This design comes from an exercise in tuning for small area on the open sky130 flow, not from production work. Only simulation tests tie the RTL to the original design; equivalence was not proved. Power is estimated from default activity; no workload was simulated.

[design/flow/design.v]
module TopLevel (
    input  logic        clk, rst, interrupt,
    output logic [31:0] imem_addr,
    input  logic [31:0] imem_rdata,
    output logic [31:0] dmem_addr,
    output logic [31:0] dmem_wdata,
    output logic [3:0]  dmem_wmask,
    output logic        dmem_we,
    input  logic [31:0] dmem_rdata);
  localparam logic [2:0] INIT = 3'd0, S0 = 3'd1, S1 = 3'd2, S2 = 3'd3,
                         T0 = 3'd4, T1 = 3'd5, T2 = 3'd6;
  logic [2:0]  ph;         
  logic [2:0]  st;
  logic [29:0] pc;
  logic [31:0] a;          
  logic [31:0] t;          
  logic        mie_q, mpie_q, mtie_q;
  logic        carry_q, z_q, aux_q;
  logic [3:0]  prev_q;
  wire s0   = st == S0;
  wire s1   = st == S1;
  wire s2   = st == S2;
  wire t0   = st == T0;
  wire t1   = st == T1;
  wire t2   = st == T2;
  wire init = st == INIT;
  wire trap = t0 | t1 | t2;
  wire ph0  = ph == 3'd0;
  wire ph7  = ph == 3'd7;
  wire [31:0] ir  = imem_rdata;
  wire [4:0]  opc = ir[6:2];
  wire [2:0]  f3  = ir[14:12];
  wire [4:0]  rd  = ir[11:7];
  wire [4:0]  rs1 = ir[19:15];
  wire [4:0]  rs2 = ir[24:20];
  wire is_load  = opc == 5'b00000;
  wire is_opimm = opc == 5'b00100;
  wire is_auipc = opc == 5'b00101;
  wire is_store = opc == 5'b01000;
  wire is_op    = opc == 5'b01100;
  wire is_lui   = opc == 5'b01101;
  wire is_br    = opc == 5'b11000;
  wire is_jalr  = opc == 5'b11001;
  wire is_jal   = opc == 5'b11011;
  wire is_sys   = opc == 5'b11100;
  wire is_csr   = is_sys & (f3 != 3'b000);
  wire is_mret  = is_sys & (f3 == 3'b000) & ir[29];
  wire is_alu   = is_op | is_opimm;
  wire is_shift = is_alu & (f3[1:0] == 2'b01);
  wire is_slt   = is_alu & (f3[2:1] == 2'b01);
  wire is_logic = is_alu & f3[2] & (f3[1:0] != 2'b01);
  wire is_sub   = is_op & ir[30] & (f3 == 3'b000);
  wire csr_imm  = is_csr & f3[2];
  wire csr_reg  = is_csr & ~f3[2];
  wire len3 = (is_op & (is_shift | is_slt)) | csr_reg;
  wire len2 = is_jal | is_jalr | is_br | is_load | is_store | is_mret |
              (is_opimm & (is_shift | is_slt)) | (is_op & ~is_shift & ~is_slt) | csr_imm;
  wire last = (s0 & ~len2 & ~len3) | (s1 & ~len3) | s2 | t2;
  wire [11:0] csra = ir[31:20];
  wire c_mstatus = csra == 12'h300;
  wire c_mie     = csra == 12'h304;
  wire c_mip     = csra == 12'h344;
  wire c_mtvec   = csra == 12'h305;
  wire c_mepc    = csra == 12'h341;
  wire c_mcause  = csra == 12'h342;
  wire csr_wr    = (f3[1:0] == 2'b01) | (rs1 != 5'd0);
  wire cstep     = (csr_imm & s0) | (csr_reg & s1);    
  wire cwe       = cstep & csr_wr;
  wire sh_pre = is_shift & ((is_opimm & s0) | (is_op & s1));
  wire sh_wr  = is_shift & ((is_opimm & s1) | (is_op & s2));
  logic [5:0]   pa;
  logic [34:0]  wen;
  logic [3:0]   wdat;
  logic [139:0] onib;       
  assign onib[3:0] = 4'd0;
  genvar e;
  for (e = 1; e <= 34; e++) begin : g_rf
    logic [31:0] r;
    always_ff @(posedge clk) r <= {wen[e] ? wdat : r[3:0], r[31:4]};
    assign onib[4*e +: 4] = r[3:0];
  end
  always_comb begin
    pa = {1'b0, rs1};
    if (trap) pa = 6'd32;
    else if (is_mret) pa = 6'd33;
    else if (cstep) begin
      pa = 6'd0;
      if (c_mtvec)  pa = 6'd32;
      if (c_mepc)   pa = 6'd33;
      if (c_mcause) pa = 6'd34;
    end
    else if (((is_br | is_op) & s0) | (is_store & s1)) pa = {1'b0, rs2};
  end
  wire [3:0] p = onib[{pa, 2'b00} +: 4];
  logic [3:0] csyn;
  always_comb begin
    csyn = 4'd0;
    if (cstep) begin
      if (c_mstatus & ph == 3'd0) csyn = {mie_q, 3'b0};
      if (c_mstatus & ph == 3'd1) csyn = {mpie_q, 3'b0};
      if (c_mie     & ph == 3'd1) csyn = {mtie_q, 3'b0};
      if (c_mip     & ph == 3'd1) csyn = {interrupt, 3'b0};
    end
  end
  wire [3:0] pb = p | csyn;
  logic [31:0] imm;
  always_comb begin
    if (t1)                      imm = {27'd0, aux_q, aux_q, aux_q, 2'b00};
    else if (t2)                 imm = 32'h80000007;
    else if (t0)                 imm = 32'd0;
    else if (~s0)                imm = (is_jal | is_jalr) ? 32'd4 : {31'd0, aux_q};
    else if (is_store)           imm = {{20{ir[31]}}, ir[31:25], ir[11:7]};
    else if (is_br)              imm = {{19{ir[31]}}, ir[31], ir[7], ir[30:25], ir[11:8], 1'b0};
    else if (is_lui | is_auipc)  imm = {ir[31:12], 12'b0};
    else if (is_jal)             imm = {{11{ir[31]}}, ir[31], ir[19:12], ir[20], ir[30:21], 1'b0};
    else if (is_csr)             imm = {27'd0, rs1};
    else if (is_op | is_mret)     imm = 32'd0;
    else                         imm = {{20{ir[31]}}, ir[31:20]};
  end
  wire [3:0] immnib = imm[{ph, 2'b00} +: 4];
  wire [31:0] pcw = {pc, 2'b00};
  wire [3:0] pcnib = pcw[{ph, 2'b00} +: 4];
  wire xsel_pc = (s0 & (is_auipc | is_jal | is_br)) | (s1 & (is_jal | is_jalr)) | t0;
  wire xsel_p  = (s0 & (is_jalr | is_load | is_store | (is_opimm & ~is_shift) | csr_imm | is_mret | is_op)) |
                 (s1 & (is_br | is_op | csr_reg)) | t1;
  wire ysel_t  = (s1 & (is_op | is_br | is_csr)) | (s2 & csr_reg);
  wire [3:0] xo = xsel_pc ? pcnib : xsel_p ? pb : 4'd0;
  wire [3:0] yo = ysel_t ? t[3:0] : immnib;
  wire sub = (s0 & is_opimm & is_slt) | (s1 & (is_br | (is_op & (is_slt | is_sub))));
  wire [3:0] yv  = yo ^ {4{sub}};
  wire       cin = ph0 ? sub : carry_q;
  wire [4:0] sum5 = {1'b0, xo} + {1'b0, yv} + {4'd0, cin};
  wire [3:0] sum = sum5[3:0];
  wire       cout = sum5[4];
  logic [3:0] lut;
  always_comb begin
    if (is_csr) lut = (f3[1:0] == 2'b01) ? 4'b1010 : (f3[1:0] == 2'b10) ? 4'b1110 : 4'b0100;
    else        lut = (f3[1:0] == 2'b00) ? 4'b0110 : (f3[1:0] == 2'b10) ? 4'b1110 : 4'b1000;
  end
  logic [3:0] lres;
  always_comb for (int i = 0; i < 4; i++) lres[i] = lut[{xo[i], yo[i]}];
  wire use_logic = (s0 & is_opimm & is_logic) | (s1 & is_op & is_logic) | cstep;
  wire [3:0] res = use_logic ? lres : sum;
  wire uns   = is_br ? f3[1] : f3[0];
  wire lt    = uns ? ~cout : ((xo[3] ^ yo[3]) ? xo[3] : sum[3]);
  wire eq    = z_q & (sum == 4'd0);
  wire taken = f3[2] ? (lt ^ f3[0]) : (eq ^ f3[0]);
  wire [2:0] q = a[4:2];
  wire [1:0] r = a[1:0];
  wire left = ~f3[2];
  wire [2:0] depth = left ? q : 3'd7 - q;
  logic [3:0] tap;
  always_comb begin
    case (depth)
      3'd0: tap = pb;
      3'd1: tap = t[31:28];
      3'd2: tap = t[27:24];
      3'd3: tap = t[23:20];
      3'd4: tap = t[19:16];
      3'd5: tap = t[15:12];
      3'd6: tap = t[11:8];
      default: tap = t[7:4];
    endcase
  end
  wire [3:0] phq = {1'b0, ph} + {1'b0, q};
  logic [3:0] tapv;
  always_comb begin
    if (left) tapv = (sh_wr & (ph >= q)) ? tap : 4'd0;
    else      tapv = (sh_pre | (phq <= 4'd6)) ? tap : {4{aux_q}};
  end
  wire [2:0] shr = left ? (3'd4 - {1'b0, r}) : {1'b0, r};
  wire [7:0] win = {tapv, prev_q} >> shr;
  wire [3:0] shout = win[3:0];
  wire [1:0] off = a[1:0];
  wire [2:0] lidx = ph + {off, 1'b0};
  wire [3:0] lraw = dmem_rdata[{lidx, 2'b00} +: 4];
  wire lsgn = ~f3[2] & ((f3[1:0] == 2'b00) ? dmem_rdata[{off, 3'b111}] : dmem_rdata[{off[1], 4'b1111}]);
  wire lfill = ((f3[1:0] == 2'b00) & (ph >= 3'd2)) | ((f3[1:0] == 2'b01) & (ph >= 3'd4));
  wire [3:0] ldnib = lfill ? {4{lsgn}} : lraw;
  wire done = ph7 & last;
  wire jump = (s1 & (is_jal | is_jalr | (is_br & taken) | is_mret)) | t2;
  wire irq  = interrupt & mie_q & mtie_q;
  logic [29:0] pc_base, pc_next;
  logic [30:0] pc_c;
  always_comb begin
    pc_base = jump ? a[31:2] : pc;
    pc_c[0] = ~jump;
    for (int i = 0; i < 30; i++) begin
      pc_next[i] = pc_base[i] ^ pc_c[i];
      pc_c[i+1] = pc_base[i] & pc_c[i];
    end
  end
  wire a_we = (s0 & (is_load | is_store | is_jal | is_jalr | is_br | is_shift | is_mret)) | t1;
  wire gwe = (s0 & (is_lui | is_auipc | (is_opimm & ~is_shift & ~is_slt))) |
             (s1 & (is_jal | is_jalr | (is_opimm & (is_shift | is_slt)) |
                    (is_op & ~is_shift & ~is_slt) | is_load | csr_imm)) |
             (s2 & len3);
  always_comb begin
    wdat = res;
    if (s1 & is_load) wdat = ldnib;
    if (sh_wr) wdat = shout;
    if (ph0 & cwe & c_mtvec) wdat[1] = 1'b0;
    if (ph0 & cwe & c_mepc)  wdat[1:0] = 2'b00;
    if (init) wdat = 4'd0;
  end
  always_comb begin
    wen = '0;
    for (int i = 1; i < 32; i++) wen[i] = gwe & (rd == i);
    wen[32] = init | (cwe & c_mtvec);
    wen[33] = init | (cwe & c_mepc) | t0;
    wen[34] = init | (cwe & c_mcause) | t2;
  end
  assign imem_addr = pcw;
  assign dmem_addr = {a[31:2], 2'b00};
  assign dmem_wdata = {pb, t[31:4]};
  assign dmem_we = is_store & s1 & (ph == {~off, 1'b1});
  always_comb begin
    case (f3[1:0])
      2'b00:   dmem_wmask = 4'b0001 << off;
      2'b01:   dmem_wmask = off[1] ? 4'b1100 : 4'b0011;
      default: dmem_wmask = 4'b1111;
    endcase
  end
  always_ff @(posedge clk) begin
    t <= {pb, t[31:4]};
    carry_q <= cout;
    z_q <= (ph0 | z_q) & (sum == 4'd0);
    prev_q <= tapv;
    for (int j = 0; j < 8; j++) if (a_we && ph == j) a[4*j +: 4] <= res;
    if (t0 & ph0) aux_q <= p[0];
    else if (ph7 & ((s0 & is_opimm & is_slt) | (s1 & is_op & is_slt))) aux_q <= lt;
    else if (ph7 & sh_pre) aux_q <= pb[3] & ir[30];
  end
  always_ff @(posedge clk) begin
    if (rst) begin
      ph <= 3'd0;
      st <= INIT;
      pc <= 30'd0;
      mie_q <= 1'b0;
      mpie_q <= 1'b0;
      mtie_q <= 1'b0;
    end else begin
      ph <= ph + 3'd1;
      if (done) pc <= pc_next;
      if (ph7) begin
        case (st)
          INIT:    st <= irq ? T0 : S0;
          S0:      st <= last ? (irq ? T0 : S0) : S1;
          S1:      st <= last ? (irq ? T0 : S0) : S2;
          S2:      st <= irq ? T0 : S0;
          T0:      st <= T1;
          T1:      st <= T2;
          default: st <= S0;
        endcase
      end
      if (cwe & c_mstatus & (ph == 3'd0)) mie_q <= res[3];
      if (cwe & c_mstatus & (ph == 3'd1)) mpie_q <= res[3];
      if (cwe & c_mie & (ph == 3'd1)) mtie_q <= res[3];
      if (s1 & is_mret & ph7) begin
        mie_q <= mpie_q;
        mpie_q <= 1'b1;
      end
      if (t0 & ph0) begin
        mpie_q <= mie_q;
        mie_q <= 1'b0;
      end
    end
  end
endmodule
[design/flow/flow/run.sh]
#!/bin/bash
# The standard layout, with two changes:
#  - after the standard synthesis, its combinational logic is mapped again by
#    ABC for area; flip-flops keep their instances, names and cell types;
#  - every port gets the smallest buffer.
# Each tool's output goes to a log file of its own in this folder.
set -euo pipefail
RES="$PWD/orfs/results/$FLOW_PLATFORM/TopLevel/base"
BP="BUFFER_PORTS_ARGS=-buffer_cell sky130_fd_sc_hd__buf_1"
YOSYS="${FLOW_HOME}/../tools/install/yosys/bin/yosys"
command -v yosys >/dev/null 2>&1 && YOSYS="$(command -v yosys)"
LIB="${FLOW_HOME}/platforms/${FLOW_PLATFORM}/lib/sky130_fd_sc_hd__tt_025C_1v80.lib"

# standard synthesis
bash standard.sh "$BP" "$RES/1_2_yosys.v" > standard_synth.log 2>&1
cp "$RES/1_2_yosys.v" "$RES/1_2_yosys_std.v"

# area remap of the combinational cells
DU=""
for c in $(cat flow/dont_use.txt); do DU="$DU -dont_use $c"; done
cat > remap.ys <<EOT
read_liberty -ignore_miss_func $LIB
delete sky130_fd_sc_hd__*df* sky130_fd_sc_hd__*dl* sky130_fd_sc_hd__conb_*
write_verilog -noattr remap_models.v
design -reset
read_liberty -lib $LIB
read_verilog -sv $RES/1_2_yosys_std.v
hierarchy -top $FLOW_TOP
techmap -map remap_models.v
techmap
rename -hide w:*.*
opt -fast -purge
abc -liberty $LIB $DU -script $PWD/flow/area.abc
opt_clean -purge
hilomap -singleton -hicell sky130_fd_sc_hd__conb_1 HI -locell sky130_fd_sc_hd__conb_1 LO
rename -hide w:*.*
splitnets
opt_clean -purge
insbuf -buf sky130_fd_sc_hd__buf_4 A X
check -assert
stat -liberty $LIB
write_verilog -noattr -nohex -nodec $RES/1_2_yosys.v
EOT
"$YOSYS" -s remap.ys > remap.log 2>&1

# the rest of the standard flow
CTS="CTS_ARGS=-sink_clustering_enable -repair_clock_nets -sink_clustering_size 30 -sink_clustering_max_diameter 60 -buf_list sky130_fd_sc_hd__clkbuf_16 -dont_use_dummy_load"
bash standard.sh "$BP" "$CTS" finish > standard.log 2>&1
[design/flow/flow/area.abc]
strash
dc2
dch -f
amap
strash
dc2
dch -f
amap
topo
[design/flow/flow/dont_use.txt]
sky130_fd_sc_hd__probe_p_8
sky130_fd_sc_hd__probec_p_8
sky130_fd_sc_hd__lpflow_bleeder_1
sky130_fd_sc_hd__lpflow_clkbufkapwr_1
sky130_fd_sc_hd__lpflow_clkbufkapwr_16
sky130_fd_sc_hd__lpflow_clkbufkapwr_2
sky130_fd_sc_hd__lpflow_clkbufkapwr_4
sky130_fd_sc_hd__lpflow_clkbufkapwr_8
sky130_fd_sc_hd__lpflow_clkinvkapwr_1
sky130_fd_sc_hd__lpflow_clkinvkapwr_16
sky130_fd_sc_hd__lpflow_clkinvkapwr_2
sky130_fd_sc_hd__lpflow_clkinvkapwr_4
sky130_fd_sc_hd__lpflow_clkinvkapwr_8
sky130_fd_sc_hd__lpflow_decapkapwr_12
sky130_fd_sc_hd__lpflow_decapkapwr_3
sky130_fd_sc_hd__lpflow_decapkapwr_4
sky130_fd_sc_hd__lpflow_decapkapwr_6
sky130_fd_sc_hd__lpflow_decapkapwr_8
sky130_fd_sc_hd__lpflow_inputiso0n_1
sky130_fd_sc_hd__lpflow_inputiso0p_1
sky130_fd_sc_hd__lpflow_inputiso1n_1
sky130_fd_sc_hd__lpflow_inputiso1p_1
sky130_fd_sc_hd__lpflow_inputisolatch_1
sky130_fd_sc_hd__lpflow_isobufsrc_1
sky130_fd_sc_hd__lpflow_isobufsrc_16
sky130_fd_sc_hd__lpflow_isobufsrc_2
sky130_fd_sc_hd__lpflow_isobufsrc_4
sky130_fd_sc_hd__lpflow_isobufsrc_8
sky130_fd_sc_hd__lpflow_isobufsrckapwr_16
sky130_fd_sc_hd__lpflow_lsbuf_lh_hl_isowell_tap_1
sky130_fd_sc_hd__lpflow_lsbuf_lh_hl_isowell_tap_2
sky130_fd_sc_hd__lpflow_lsbuf_lh_hl_isowell_tap_4
sky130_fd_sc_hd__lpflow_lsbuf_lh_isowell_4
sky130_fd_sc_hd__lpflow_lsbuf_lh_isowell_tap_1
sky130_fd_sc_hd__lpflow_lsbuf_lh_isowell_tap_2
sky130_fd_sc_hd__lpflow_lsbuf_lh_isowell_tap_4
[design/flow/standard.sh]
#!/bin/bash
# synth_recipe.tcl (not shown) runs the flow's synth.tcl, then flattens the netlist and writes it again
# the make line also repeats each setting of config.mk as NAME=value (left out here)
make -C /OpenROAD-flow-scripts/flow DESIGN_CONFIG=/design/flow/config.mk WORK_HOME=/design/flow/orfs CLKGATE_MAP_FILE= SYNTH_SCRIPT=/design/flow/synth_recipe.tcl "${@:-finish}"
[design/flow/config.mk]
export PLATFORM = sky130hd
export DESIGN_NAME = TopLevel
export DESIGN_NICKNAME = TopLevel
export VERILOG_FILES = /design/flow/design.v
export SDC_FILE = /design/flow/constraint.sdc
export NUM_CORES = 8
export LEC_CHECK = 0
export CAP_MARGIN = 5
export CORE_MARGIN = 2
export CORE_UTILIZATION = 60
export SLEW_MARGIN = 5
[design/flow/constraint.sdc]
create_clock -name core_clock -period 20.0 [get_ports {clk}]
set_input_delay 4.0000 -clock core_clock [delete_from_list [all_inputs] [get_ports {clk}]]
set_output_delay 4.0000 -clock core_clock [all_outputs]
set_load 0.01 [all_outputs]
==> results of run 1 <==
==> report_power, final <==
group,internal (W),leakage [nW],switching [W]
logic,0.0000350,2.37,0.0000913
clock network,0.000473,0.653,0.000668
registers,0.00241,9.70,0.0000100
==> registers in the layout, summed over array words and instances (netlist names) <==
signal / count
st: 3
z_q: 1
mtie_q: 1
mie_q: 1
aux_q: 1
carry_q: 1
prev_q: 4
a: 32
ph: 3
pc: 30
t: 32
g_rf.r: 1088
mpie_q: 1
==> layer usage <==
metal / global-route usage / up-vias / share of wire
met5: 0 / - / 0
met4: 0.104 / 0 / 0.036
met3: 0.0354 / 156 / 0.067
met2: 0.446 / 777 / 0.45
met1: 0.384 / 9222 / 0.44
li1: - / 9166 / -
==> cell type report <==
class                   count  area (µm²)  area share
diodes                      2        5.00    0.000146
clock buffers              53        1330      0.0386
inverters                 215         807      0.0235
multi-input cells        1103        6000       0.175
flip-flops and latches   1198       24300       0.708
well taps                 688         861      0.0251
repair buffers            218        1030      0.0301
==> final timing paths <==
path | start | endpoint | cells past startpoint
max | imem_rdata[5] | pc[29] | 63
max reg2reg | st[0] | pc[29] | 57
min | g_rf[32].r[12] | g_rf[32].r[8] | 0
min reg2reg | g_rf[32].r[12] | g_rf[32].r[8] | 0
==> critical path: cells and delay by family <==
kind / cells / cell delay (ns)
buffers and inverters: 10 / 2.02
AOI/OAI and AO/OA: 13 / 2.60
and+or+nand+nor: 40 / 10.26
==> metrics by stage <==
stage          hold slack [ns]  instance area [µm²]  utilization
6_report                 0.244                34300        0.657
5_1_grt                  0.251                34300        0.657
4_1_cts                  0.243                34300        0.657
3_5_place_dp             0.312                33000        0.632
3_3_place_gp             0.310                33000        0.632
2_1_floorplan            0.310                31600            -
==> metrics.csv, run 1 <==
stage;metric;value;unit
timing;relSlewSlack;0.217;
finish;instances_no_fill;3477;
cts;clock_sink_count;1198;
routing;drt_iter0_drc;1744;
cts;clockBufferDepth;3;
status;status;no timing/DRC/antenna violations;
grt;grt_pass1_vias;18500;
worst_setup_path;crit_type;primary input to flip-flop;
cts;ctsResizeCount;0;
timing;finalMaxSlewViolations;0;
cts;cts_setup_buffers;0;
worst_setup_path;critPathMostFrequentCell;or2_0;
floorplanning;die_area;54500;µm²
cts;htreeDepth;2;
grt;grt_max_degree;32;
grt;grtUsageTotal;0.277;
timing;fmax;54.1;MHz
run;max-cap-violations;0;
cts;hold_buffers;0;
worst_setup_path;crit_arrival;18.92;ns
placed_design;dp.cells;3422;
placed_design;post-dp-hpwl;53600;µm
pwr;ir_drop;0.104;mV
timing;setup_viol;0;
cts;clk_pin_slew;0.10;ns
pwr;p_total;0.00369;W
routing;route.detailed.drc;0;
timing;tightest_slew;1.17;ns
grt;overflow;0;
floorplanning;die_x;233;µm
routing;via_per_inst;5.56;
floorplanning;ios;168;
floorplanning;initial_utilization;0.604;
logic_synthesis;syn_area_per_cell;12.3;µm²
placed_design;place_ws;1.21;ns
cts;cts_tree;built;
finish;mostFrequentLayoutCell;dfxtp_1;
worst_setup_path;r2r_slack;4.78;ns
worst_setup_path;endpoint_kind;flip-flop;
floorplanning;rows;84;
timing;setup_tns;0;ns
logic_synthesis;syn_inst;2575;
grt;grt_antenna_before_repair;0;
timing;hold_viol_final;0;
timing;finalCriticalPeriod;18.49;ns
logic_synthesis;netlist_area;31600;µm²
timing;grt_setup_unrepaired;false;
routing;routed_wirelength;76200;µm
finish;areaGrowthSynthToFinish;8.81;%
hold_path;hold_path.class;flip-flop to flip-flop;
finish;layout_common_cells;1165 x dfxtp_1, 235 x nor2_1, 215 x clkinv_1;
cts;clk_latency;0.66;ns
timing;clock_skew;0.139;ns
routing;routed-via-count;19300;
timing;fin_ws;1.51;ns
cts;cts_buffers;53;
finish;final_nets;2856;
worst_setup_path;cp.required;20.43;ns
worst_setup_path;cp-start-kind;primary input;
routing;dr.pass1.iters;7;
routing;wl_per_cell;21.9;µm
routing;ant_nets;0;
floorplanning;fp.dieH;233;µm
worst_setup_path;critPathSlowestCell;nor3_1;
finish;drive_above_1_share;0.0409;
cts;root_buffer;clkbuf_16;
finish;fill_cells;3827;
pwr;leakage;12.7;nW
worst_setup_path;cp_max_fo;8;
placed_design;routabilityCongestion;0.965;
grt;grt_pass1_wl;112000;µm
floorplanning;core;52200;µm²
placed_design;io_buffers;161;
pwr;power_density;107;nW/µm²
logic_synthesis;ys_warn_count;1;
timing;fin_crit_sh;0.924;
worst_setup_path;worst_path_largest_cell_delay;0.59;ns
==> run 2, diff against run 1 <==
--- a/design/flow/config.mk
+++ b/design/flow/config.mk
@@ -6,6 +6,9 @@
 export NUM_CORES = 8
 export LEC_CHECK = 0
-export CAP_MARGIN = 5
+export CAP_MARGIN = 20
 export CORE_MARGIN = 2
 export CORE_UTILIZATION = 60
-export SLEW_MARGIN = 5
+export CTS_BUF_LIST = sky130_fd_sc_hd__clkbuf_4
+export CTS_CLUSTER_DIAMETER = 40
+export CTS_CLUSTER_SIZE = 8
+export SLEW_MARGIN = 20
==> run 2 against run 1 <==
Still clean on timing, DRC and antenna. Synthesized cell count did not move. Area after synthesis stayed put. Clock skew did not move. Hold slack did not move. Largest cell class unchanged. Largest power group unchanged. Highest routed layer unchanged.
==> metrics.csv, run 2 <==
stage;metric;value;unit
grt;grtUsageTotal;0.277;
timing;finalCriticalPeriod;18.49;ns
logic_synthesis;syn_inst;2575;
cts;ctsResizeCount;0;
worst_setup_path;cp.required;20.43;ns
worst_setup_path;critPathSlowestCell;nor3_1;
finish;mostFrequentLayoutCell;dfxtp_1;
floorplanning;core;52200;µm²
pwr;leakage;12.7;nW
worst_setup_path;cp-start-kind;primary input;
routing;drt_iter0_drc;1744;
pwr;ir_drop;0.104;mV
worst_setup_path;endpoint_kind;flip-flop;
worst_setup_path;crit_type;primary input to flip-flop;
cts;root_buffer;clkbuf_16;
cts;clock_sink_count;1198;
floorplanning;initial_utilization;0.604;
floorplanning;die_x;233;µm
timing;tightest_slew;1.17;ns
cts;hold_buffers;0;
cts;cts_tree;built;
floorplanning;ios;168;
grt;grt_antenna_before_repair;0;
timing;clock_skew;0.139;ns
worst_setup_path;critPathMostFrequentCell;or2_0;
cts;cts_setup_buffers;0;
timing;fin_crit_sh;0.924;
pwr;p_int;0.00292;W
worst_setup_path;cp_max_fo;8;
grt;grt_max_degree;32;
timing;grt_setup_unrepaired;false;
finish;reg_top3;g_rf.r (1088), a (32), t (32);
routing;route.detailed.drc;0;
cts;clk_latency;0.66;ns
finish;layout_common_cells;1165 x dfxtp_1, 235 x nor2_1, 215 x clkinv_1;
placed_design;routabilityCongestion;0.965;
logic_synthesis;netlist_area;31600;µm²
finish;largest_reg_flops;1088;
timing;setup_viol;0;
routing;routed-via-count;19300;
status;status;no timing/DRC/antenna violations;
floorplanning;fp.dieH;233;µm
floorplanning;die_area;54500;µm²
timing;setup_tns;0;ns
pwr;p_clk_frac;0.310;
timing;finalMaxSlewViolations;0;
routing;wl_per_cell;21.9;µm
worst_setup_path;r2r_slack;4.78;ns
run;max-cap-violations;0;
hold_path;hold_path.class;flip-flop to flip-flop;
pwr;p_sw;0.000769;W
pwr;power_density;107;nW/µm²
finish;final_nets;2856;
finish;areaGrowthSynthToFinish;8.81;%
timing;fmax;54.1;MHz
logic_synthesis;ys_warn_count;1;
pwr;pwr-share-seq;0.656;
worst_setup_path;crit_arrival;18.92;ns
grt;overflow;0;
grt;grt_pass1_wl;112000;µm
cts;htreeDepth;2;
logic_synthesis;syn_area_per_cell;12.3;µm²
finish;instances_no_fill;3477;
finish;regMostFlops;g_rf.r;
pwr;p_comb_frac;0.034;
timing;relSlewSlack;0.217;
cts;cts_buffers;53;
routing;dr.pass1.iters;7;
grt;grt_pass1_vias;18500;
placed_design;post-dp-hpwl;53600;µm
routing;routed_wirelength;76200;µm
placed_design;io_buffers;161;
worst_setup_path;worst_path_largest_cell_delay;0.59;ns
finish;drive_above_1_share;0.0409;
cts;clk_pin_slew;0.10;ns
cts;clockBufferDepth;3;
floorplanning;rows;84;
routing;ant_nets;0;
pwr;swShare;0.209;
routing;via_per_inst;5.56;
placed_design;dp.cells;3422;
timing;hold_viol_final;0;
## run 2: final timing paths
path,startpoint,to,depth (start not counted)
worst max register to register,st[0],pc[29],57
worst max-delay path,imem_rdata[5],pc[29],63
worst min-delay path,g_rf[32].r[12],g_rf[32].r[8],0
worst min register to register,g_rf[32].r[12],g_rf[32].r[8],0
## run 2: per-layer routing
layer  track usage  share of wire  vias up
li1              -              -     9166
met2         0.446           0.45      777
met3        0.0354          0.067      156
met5             0              0        -
met4         0.104          0.036        0
met1         0.384           0.44     9222
## run 2: stage by stage
step / total power (W) / hold slack, ns / utilization / area [µm²] / setup WS, ns
after floorplan: 0.00254 / 0.310 / - / 31600 / 0.571
after global placement: 0.00260 / 0.310 / 0.632 / 33000 / 1.44
after detailed placement: 0.00260 / 0.312 / 0.632 / 33000 / 1.21
after CTS: 0.00370 / 0.243 / 0.657 / 34300 / 1.71
after global routing: 0.00379 / 0.251 / 0.657 / 34300 / 0.253
final: 0.00369 / 0.244 / 0.657 / 34300 / 1.51
## run 2: layout make-up
type	instances	area, µm²
antenna	2	5.00
clock buffer	53	1330
fill	3827	17900
inverter	215	807
multi-input combinational	1103	6000
sequential	1198	24300
tap	688	861
timing repair buffer	218	1030
## run 2: worst max-delay path, delay by kind of cell
family / cells / cell delay (ns)
AND/OR/NAND/NOR: 40 / 10.26
AO/OA/AOI/OAI: 13 / 2.60
buffers and inverters: 10 / 2.02
## run 2: power by group through the flow
| stage | registers [W] | logic [W] | clock network (W) |
|---|---|---|---|
| finish | 0.00242 | 0.000126 | 0.00114 |
| global route | 0.00242 | 0.000135 | 0.00124 |
| CTS | 0.00242 | 0.000124 | 0.00116 |
| detailed placement | 0.00247 | 0.000124 | 0 |
| global placement | 0.00247 | 0.000123 | 0 |
| floorplan | 0.00247 | 0.0000728 | 0 |

-- separate check: timing with driven ports --
No port has a modelled driver above. Below, the same layouts with a new extraction and two added sets of constraints.
Step 1: set_driving_cell puts a clkbuf_16 on clk and a buf_2 on each other input, an assumption about the parent block.
Step 2 adds t to the input delays and takes it off the output delays; t is the mean of the earliest and latest rising clock arrival at the registers after step 1. Input paths then give back, and output paths get back, about the clock's delay inside the block.
a / b / c = ideal / step 1 / step 2; a / b = the first two.
| run | t (ns) | slack for setup (ns) | worst setup path at the end | worst data-port slew with drivers (ns) | pins driven straight from the clock port |
|---|---|---|---|---|---|
| run 1 | 0.651 | 1.512 / 1.469 / 0.818 | input to register | 0.11 | 1 |
| run 2 | 0.651 | 1.512 / 1.469 / 0.818 | input to register | 0.11 | 1 |
After both steps setup and hold are still met in every run listed.
